What follows belongs to an exercise in optimizing a design on an open flow for a short achievable clock period and few clock cycles; a production flow would make more cautious choices. Power is estimated from default activity; no workload was simulated.

==> inputs of run H <==
==> flow/design.v <==
module RISCVCore(
  input CLK,
  input rst, 
  output wire [23:0]mem_addr, 
  output wire [31:0]mem_wdata,
  output wire mem_we,
  input wire [31:0]mem_rdata, 
  output reg ebreak 
);
  reg [23:0] maddr;
  reg [31:0] mwdata;
  reg        mwe;
  assign mem_addr  = maddr;
  assign mem_wdata = mwdata;
  assign mem_we    = mwe;
  reg [31:0] fpc;             
  reg        ir_valid;
  reg [31:0] ir;
  reg [31:0] ir_pc;
  reg        ex_valid;
  reg [31:0] ex_a, ex_b, ex_sd, ex_pre, ex_tgt;
  reg [4:0]  ex_rd;
  reg        ex_wr;           
  reg        ex_alu;          
  reg        ex_br, ex_jal, ex_jalr, ex_ld, ex_st, ex_brk;
  reg [2:0]  ex_f3;
  reg        ex_alt;          
  localparam M_IDLE = 3'd0, M_LD0 = 3'd1, M_LDL = 3'd2, M_SRD0 = 3'd3,
             M_SWR0 = 3'd4, M_SRD1 = 3'd5, M_SWL = 3'd6;
  reg [2:0]  mstate;
  reg        m_cross;
  reg [1:0]  m_off;
  reg [2:0]  m_f3;
  reg [4:0]  m_rd;
  reg [63:0] m_sd;            
  reg [7:0]  m_mask;          
  reg [31:0] ld_lo, ld_hi;
  reg        lwb_valid;
  reg [4:0]  lwb_rd;
  reg [31:0] rf [0:31];
  wire mbusy = (mstate != M_IDLE);
  wire [31:0] sum  = ex_a + ex_b;
  wire [31:0] diff = ex_a - ex_b;
  wire        eq   = (ex_a == ex_b);
  wire        lt   = ($signed(ex_a) < $signed(ex_b));
  wire        ltu  = (ex_a < ex_b);
  wire [31:0] sll  = ex_a << ex_b[4:0];
  wire [31:0] srl  = ex_a >> ex_b[4:0];
  wire [31:0] sra  = $signed(ex_a) >>> ex_b[4:0];
  reg [31:0] alu_out;
  always @(*) begin
    case (ex_f3)
      3'b000: alu_out = ex_alt ? diff : sum;
      3'b001: alu_out = sll;
      3'b010: alu_out = {31'd0, lt};
      3'b011: alu_out = {31'd0, ltu};
      3'b100: alu_out = ex_a ^ ex_b;
      3'b101: alu_out = ex_alt ? sra : srl;
      3'b110: alu_out = ex_a | ex_b;
      default: alu_out = ex_a & ex_b;
    endcase
  end
  wire [31:0] ex_result = ex_alu ? alu_out : ex_pre;
  reg taken;
  always @(*) begin
    case (ex_f3)
      3'b000: taken = eq;
      3'b001: taken = ~eq;
      3'b100: taken = lt;
      3'b101: taken = ~lt;
      3'b110: taken = ltu;
      default: taken = ~ltu;
    endcase
  end
  wire ex_fire  = ex_valid & ~mbusy;
  wire redirect = ex_fire & (ex_jalr | (ex_br & taken));
  wire [31:0] target = ex_jalr ? sum : ex_tgt;
  wire mem_start = ex_fire & (ex_ld | ex_st);
  wire [1:0]  a_off   = sum[1:0];
  wire [23:0] a_word  = sum[25:2];
  wire        a_cross = (ex_f3[1:0] == 2'b10 && a_off != 2'b00) ||
                        (ex_f3[1:0] == 2'b01 && a_off == 2'b11);
  wire [3:0]  a_bytes = (ex_f3[1:0] == 2'b00) ? 4'b0001 :
                        (ex_f3[1:0] == 2'b01) ? 4'b0011 : 4'b1111;
  wire [63:0] ld64 = {ld_hi, ld_lo} >> {m_off, 3'b000};
  reg  [31:0] lwb_val;
  always @(*) begin
    case (m_f3)
      3'b000: lwb_val = {{24{ld64[7]}}, ld64[7:0]};
      3'b001: lwb_val = {{16{ld64[15]}}, ld64[15:0]};
      3'b100: lwb_val = {24'd0, ld64[7:0]};
      3'b101: lwb_val = {16'd0, ld64[15:0]};
      default: lwb_val = ld64[31:0];
    endcase
  end
  wire [6:0] op  = ir[6:0];
  wire [2:0] f3  = ir[14:12];
  wire [6:0] f7  = ir[31:25];
  wire [4:0] rd  = ir[11:7];
  wire [4:0] rs1 = ir[19:15];
  wire [4:0] rs2 = ir[24:20];
  wire [31:0] immI = {{20{ir[31]}}, ir[31:20]};
  wire [31:0] immS = {{20{ir[31]}}, ir[31:25], ir[11:7]};
  wire [31:0] immB = {{19{ir[31]}}, ir[31], ir[7], ir[30:25], ir[11:8], 1'b0};
  wire [31:0] immJ = {{11{ir[31]}}, ir[31], ir[19:12], ir[20], ir[30:21], 1'b0};
  wire [31:0] immU = {ir[31:12], 12'd0};
  wire is_opimm = (op == 7'b0010011) &&
                  ((f3 != 3'b001 && f3 != 3'b101) ||
                   (f3 == 3'b001 && f7 == 7'b0000000) ||
                   (f3 == 3'b101 && (f7 == 7'b0000000 || f7 == 7'b0100000)));
  wire is_op    = (op == 7'b0110011) &&
                  (f7 == 7'b0000000 ||
                   (f7 == 7'b0100000 && (f3 == 3'b000 || f3 == 3'b101)));
  wire is_br    = (op == 7'b1100011) && (f3 != 3'b010) && (f3 != 3'b011);
  wire is_jal   = (op == 7'b1101111);
  wire is_jalr  = (op == 7'b1100111) && (f3 == 3'b000);
  wire is_ld    = (op == 7'b0000011) && (f3 != 3'b011) && (f3 != 3'b110) && (f3 != 3'b111);
  wire is_st    = (op == 7'b0100011) && (f3 == 3'b000 || f3 == 3'b001 || f3 == 3'b010);
  wire is_lui   = (op == 7'b0110111);
  wire is_auipc = (op == 7'b0010111);
  wire is_brk   = (ir == 32'h00100073);
  wire uses1 = ~(is_lui | is_auipc | is_jal);
  wire uses2 = is_op | is_br | is_st;
  wire hazard = ex_valid & ex_ld & (ex_rd != 5'd0) &
                ((uses1 & (rs1 == ex_rd)) | (uses2 & (rs2 == ex_rd)));
  wire [31:0] rv1 = (rs1 == 5'd0) ? 32'd0 :
                    (ex_valid && ex_wr && ex_rd == rs1) ? ex_result :
                    (lwb_valid && lwb_rd == rs1) ? lwb_val : rf[rs1];
  wire [31:0] rv2 = (rs2 == 5'd0) ? 32'd0 :
                    (ex_valid && ex_wr && ex_rd == rs2) ? ex_result :
                    (lwb_valid && lwb_rd == rs2) ? lwb_val : rf[rs2];
  wire [31:0] pc_imm = ir_pc + (is_auipc ? immU : immB);
  wire [31:0] pc_4   = ir_pc + 32'd4;
  wire [31:0] jal_tgt = ir_pc + immJ;
  wire id_adv  = ir_valid & ~mbusy & ~redirect & ~hazard;
  wire id_jump = id_adv & is_jal;
  wire capture = ~mbusy & ~redirect & ~id_jump & (~ir_valid | id_adv);
  wire ir_load = ~mbusy & (~ir_valid | ~hazard);
  wire [31:0] fpc_next = redirect ? target : id_jump ? jal_tgt :
                         capture ? fpc + 32'd4 : fpc;
  always @(posedge CLK) begin
    if (rst) begin
      maddr     <= 24'd0;
      mwe       <= 1'b0;
      fpc       <= 32'd0;
      ir_valid  <= 1'b0;
      ex_valid  <= 1'b0;
      mstate    <= M_IDLE;
      lwb_valid <= 1'b0;
      ebreak    <= 1'b0;
    end else begin
      if (ir_load) begin
        ir    <= mem_rdata;
        ir_pc <= fpc;
      end
      if (redirect | id_jump)
        ir_valid <= 1'b0;
      else if (capture)
        ir_valid <= 1'b1;
      else if (id_adv)
        ir_valid <= 1'b0;
      fpc <= fpc_next;
      if (!mbusy) begin
        ex_valid <= id_adv;
        ex_a     <= rv1;
        ex_b     <= (is_op | is_br) ? rv2 : is_st ? immS : immI;
        ex_sd    <= rv2;
        ex_pre   <= is_lui ? immU : is_auipc ? pc_imm : pc_4;
        ex_tgt   <= pc_imm;
        ex_rd    <= rd;
        ex_wr    <= (is_opimm | is_op | is_lui | is_auipc | is_jal | is_jalr) & (rd != 5'd0);
        ex_alu   <= is_opimm | is_op;
        ex_br    <= is_br;
        ex_jal   <= is_jal;
        ex_jalr  <= is_jalr;
        ex_ld    <= is_ld;
        ex_st    <= is_st;
        ex_brk   <= is_brk;
        ex_f3    <= f3;
        ex_alt   <= ir[30] & (is_op | f3 == 3'b101);
      end
      if (ex_fire & ex_brk)
        ebreak <= 1'b1;
      lwb_valid <= 1'b0;
      case (mstate)
        M_IDLE: begin
          if (mem_start) begin
            maddr   <= a_word;
            m_cross <= a_cross;
            m_off   <= a_off;
            m_f3    <= ex_f3;
            m_rd    <= ex_rd;
            m_sd    <= {32'd0, ex_sd} << {a_off, 3'b000};
            m_mask  <= {4'd0, a_bytes} << a_off;
            if (ex_ld) begin
              mstate <= a_cross ? M_LD0 : M_LDL;
            end else if (ex_f3[1:0] == 2'b10 && a_off == 2'b00) begin
              mwdata <= ex_sd;
              mwe    <= 1'b1;
              mstate <= M_SWL;
            end else begin
              mstate <= M_SRD0;
            end
          end else begin
            maddr <= fpc_next[25:2];
          end
        end
        M_LD0: begin
          ld_lo  <= mem_rdata;
          maddr  <= maddr + 24'd1;
          mstate <= M_LDL;
        end
        M_LDL: begin
          if (m_cross) ld_hi <= mem_rdata;
          else         ld_lo <= mem_rdata;
          lwb_valid <= 1'b1;
          lwb_rd    <= m_rd;
          mstate    <= M_IDLE;
          maddr     <= fpc[25:2];
        end
        M_SRD0: begin
          mwdata <= {m_mask[3] ? m_sd[31:24] : mem_rdata[31:24],
                     m_mask[2] ? m_sd[23:16] : mem_rdata[23:16],
                     m_mask[1] ? m_sd[15:8]  : mem_rdata[15:8],
                     m_mask[0] ? m_sd[7:0]   : mem_rdata[7:0]};
          mwe    <= 1'b1;
          mstate <= m_cross ? M_SWR0 : M_SWL;
        end
        M_SWR0: begin
          mwe    <= 1'b0;
          maddr  <= maddr + 24'd1;
          mstate <= M_SRD1;
        end
        M_SRD1: begin
          mwdata <= {m_mask[7] ? m_sd[63:56] : mem_rdata[31:24],
                     m_mask[6] ? m_sd[55:48] : mem_rdata[23:16],
                     m_mask[5] ? m_sd[47:40] : mem_rdata[15:8],
                     m_mask[4] ? m_sd[39:32] : mem_rdata[7:0]};
          mwe    <= 1'b1;
          mstate <= M_SWL;
        end
        default: begin  
          mwe    <= 1'b0;
          mstate <= M_IDLE;
          maddr  <= fpc[25:2];
        end
      endcase
    end
  end
  always @(posedge CLK) begin
    if (lwb_valid && lwb_rd != 5'd0 && !(ex_fire && ex_wr && ex_rd == lwb_rd))
      rf[lwb_rd] <= lwb_val;
    if (ex_fire && ex_wr)
      rf[ex_rd] <= ex_result;
  end
endmodule
==> flow/run.sh <==
#!/bin/bash
# synth_recipe.tcl (not shown) runs the flow's synth.tcl, then flattens the netlist and writes it again
# the make line also repeats each setting of config.mk as NAME=value (left out here)
make -C /OpenROAD-flow-scripts/flow DESIGN_CONFIG=/design/flow/config.mk WORK_HOME=/design/flow/orfs CLKGATE_MAP_FILE= SYNTH_SCRIPT=/design/flow/synth_recipe.tcl finish
==> flow/config.mk <==
export PLATFORM = sky130hd
export DESIGN_NAME = RISCVCore
export DESIGN_NICKNAME = RISCVCore
export VERILOG_FILES = /design/flow/design.v
export SDC_FILE = /design/flow/constraint.sdc
export NUM_CORES = 4
export LEC_CHECK = 0
export ABC_CLOCK_PERIOD_IN_PS = 3000
export CAP_MARGIN = 20
export CORE_MARGIN = 2
export CORE_UTILIZATION = 40
export SETUP_SLACK_MARGIN = 5
export SLEW_MARGIN = 20
==> flow/constraint.sdc <==
create_clock -name core_clock -period 10.0 [get_ports {CLK}]
set_input_delay 2.0000 -clock core_clock [delete_from_list [all_inputs] [get_ports {CLK}]]
set_output_delay 2.0000 -clock core_clock [all_outputs]
set_load 0.01 [all_outputs]
==> inputs of run D, as changes to run H <==
--- a/flow/design.v
+++ b/flow/design.v
@@ -73,7 +73,7 @@
     endcase
   end
   wire ex_fire  = ex_valid & ~mbusy;
-  wire redirect = ex_fire & (ex_jalr | (ex_br & taken));
+  wire redirect = ex_fire & (ex_jal | ex_jalr | (ex_br & taken));
   wire [31:0] target = ex_jalr ? sum : ex_tgt;
   wire mem_start = ex_fire & (ex_ld | ex_st);
   wire [1:0]  a_off   = sum[1:0];
@@ -129,15 +129,11 @@
   wire [31:0] rv2 = (rs2 == 5'd0) ? 32'd0 :
                     (ex_valid && ex_wr && ex_rd == rs2) ? ex_result :
                     (lwb_valid && lwb_rd == rs2) ? lwb_val : rf[rs2];
-  wire [31:0] pc_imm = ir_pc + (is_auipc ? immU : immB);
+  wire [31:0] pc_imm = ir_pc + (is_jal ? immJ : is_auipc ? immU : immB);
   wire [31:0] pc_4   = ir_pc + 32'd4;
-  wire [31:0] jal_tgt = ir_pc + immJ;
   wire id_adv  = ir_valid & ~mbusy & ~redirect & ~hazard;
-  wire id_jump = id_adv & is_jal;
-  wire capture = ~mbusy & ~redirect & ~id_jump & (~ir_valid | id_adv);
-  wire ir_load = ~mbusy & (~ir_valid | ~hazard);
-  wire [31:0] fpc_next = redirect ? target : id_jump ? jal_tgt :
-                         capture ? fpc + 32'd4 : fpc;
+  wire capture = ~mbusy & ~redirect & (~ir_valid | id_adv);
+  wire [31:0] fpc_next = redirect ? target : capture ? fpc + 32'd4 : fpc;
   always @(posedge CLK) begin
     if (rst) begin
       maddr     <= 24'd0;
@@ -149,15 +145,13 @@
       lwb_valid <= 1'b0;
       ebreak    <= 1'b0;
     end else begin
-      if (ir_load) begin
-        ir    <= mem_rdata;
-        ir_pc <= fpc;
-      end
-      if (redirect | id_jump)
+      if (redirect)
         ir_valid <= 1'b0;
-      else if (capture)
+      else if (capture) begin
+        ir       <= mem_rdata;
+        ir_pc    <= fpc;
         ir_valid <= 1'b1;
-      else if (id_adv)
+      end else if (id_adv)
         ir_valid <= 1'b0;
       fpc <= fpc_next;
       if (!mbusy) begin
ABC_CLOCK_PERIOD_IN_PS = default   (was 3000)
SETUP_SLACK_MARGIN = default   (was 5)
==> notes <==
Run H produced a clean layout. Run D went through all stages and came out clean. Clock skew: run H is lower than run D (0.018 ns). Between run H and run D, the lower global-route usage is in run D (gap 1.2 points). Of run H and run D, run H has the higher synthesized cell count (gap about 2.7%, measured against run D). Of run H and run D, run D has the higher combinational power (gap about 7%, measured against run D). Cell count: run H is larger than run D (about 3.6%). Between run H and run D, the lower critical path depth is in run H (gap 7). Of run H and run D, run H has the higher register-to-register slack (gap 0.69 ns). Against run D, the first-iteration DRC count of run H is lower by about 4%. Between run D and run H, the lower power is in run H (gap about 3.6%, measured against run H).
Function was not checked in any run of this note: the RTL went through the layout flow alone.

[re-timing with driven ports]
No port has a modelled driver above. Below, the same layouts with a new extraction and two added sets of constraints. Step 1 assumes that a clkbuf_16 drives the clock port and a buf_2 every other input. Step 2 times the ports against the registers' clock, not the clock port: input delays grow and output delays shrink by t, the midpoint of the rising clock arrivals with the driver on. a / b / c = ideal ports / drivers / drivers and shift; a / b = the first two.
run	t (ns)	setup slack, ns	slew at the worst register clock pin (ns)
run H	0.950	4.772 / 4.772 / 4.772	0.07 / 0.07
run D	0.897	4.079 / 4.079 / 4.079	0.07 / 0.07
After both steps every run listed still meets setup and hold.
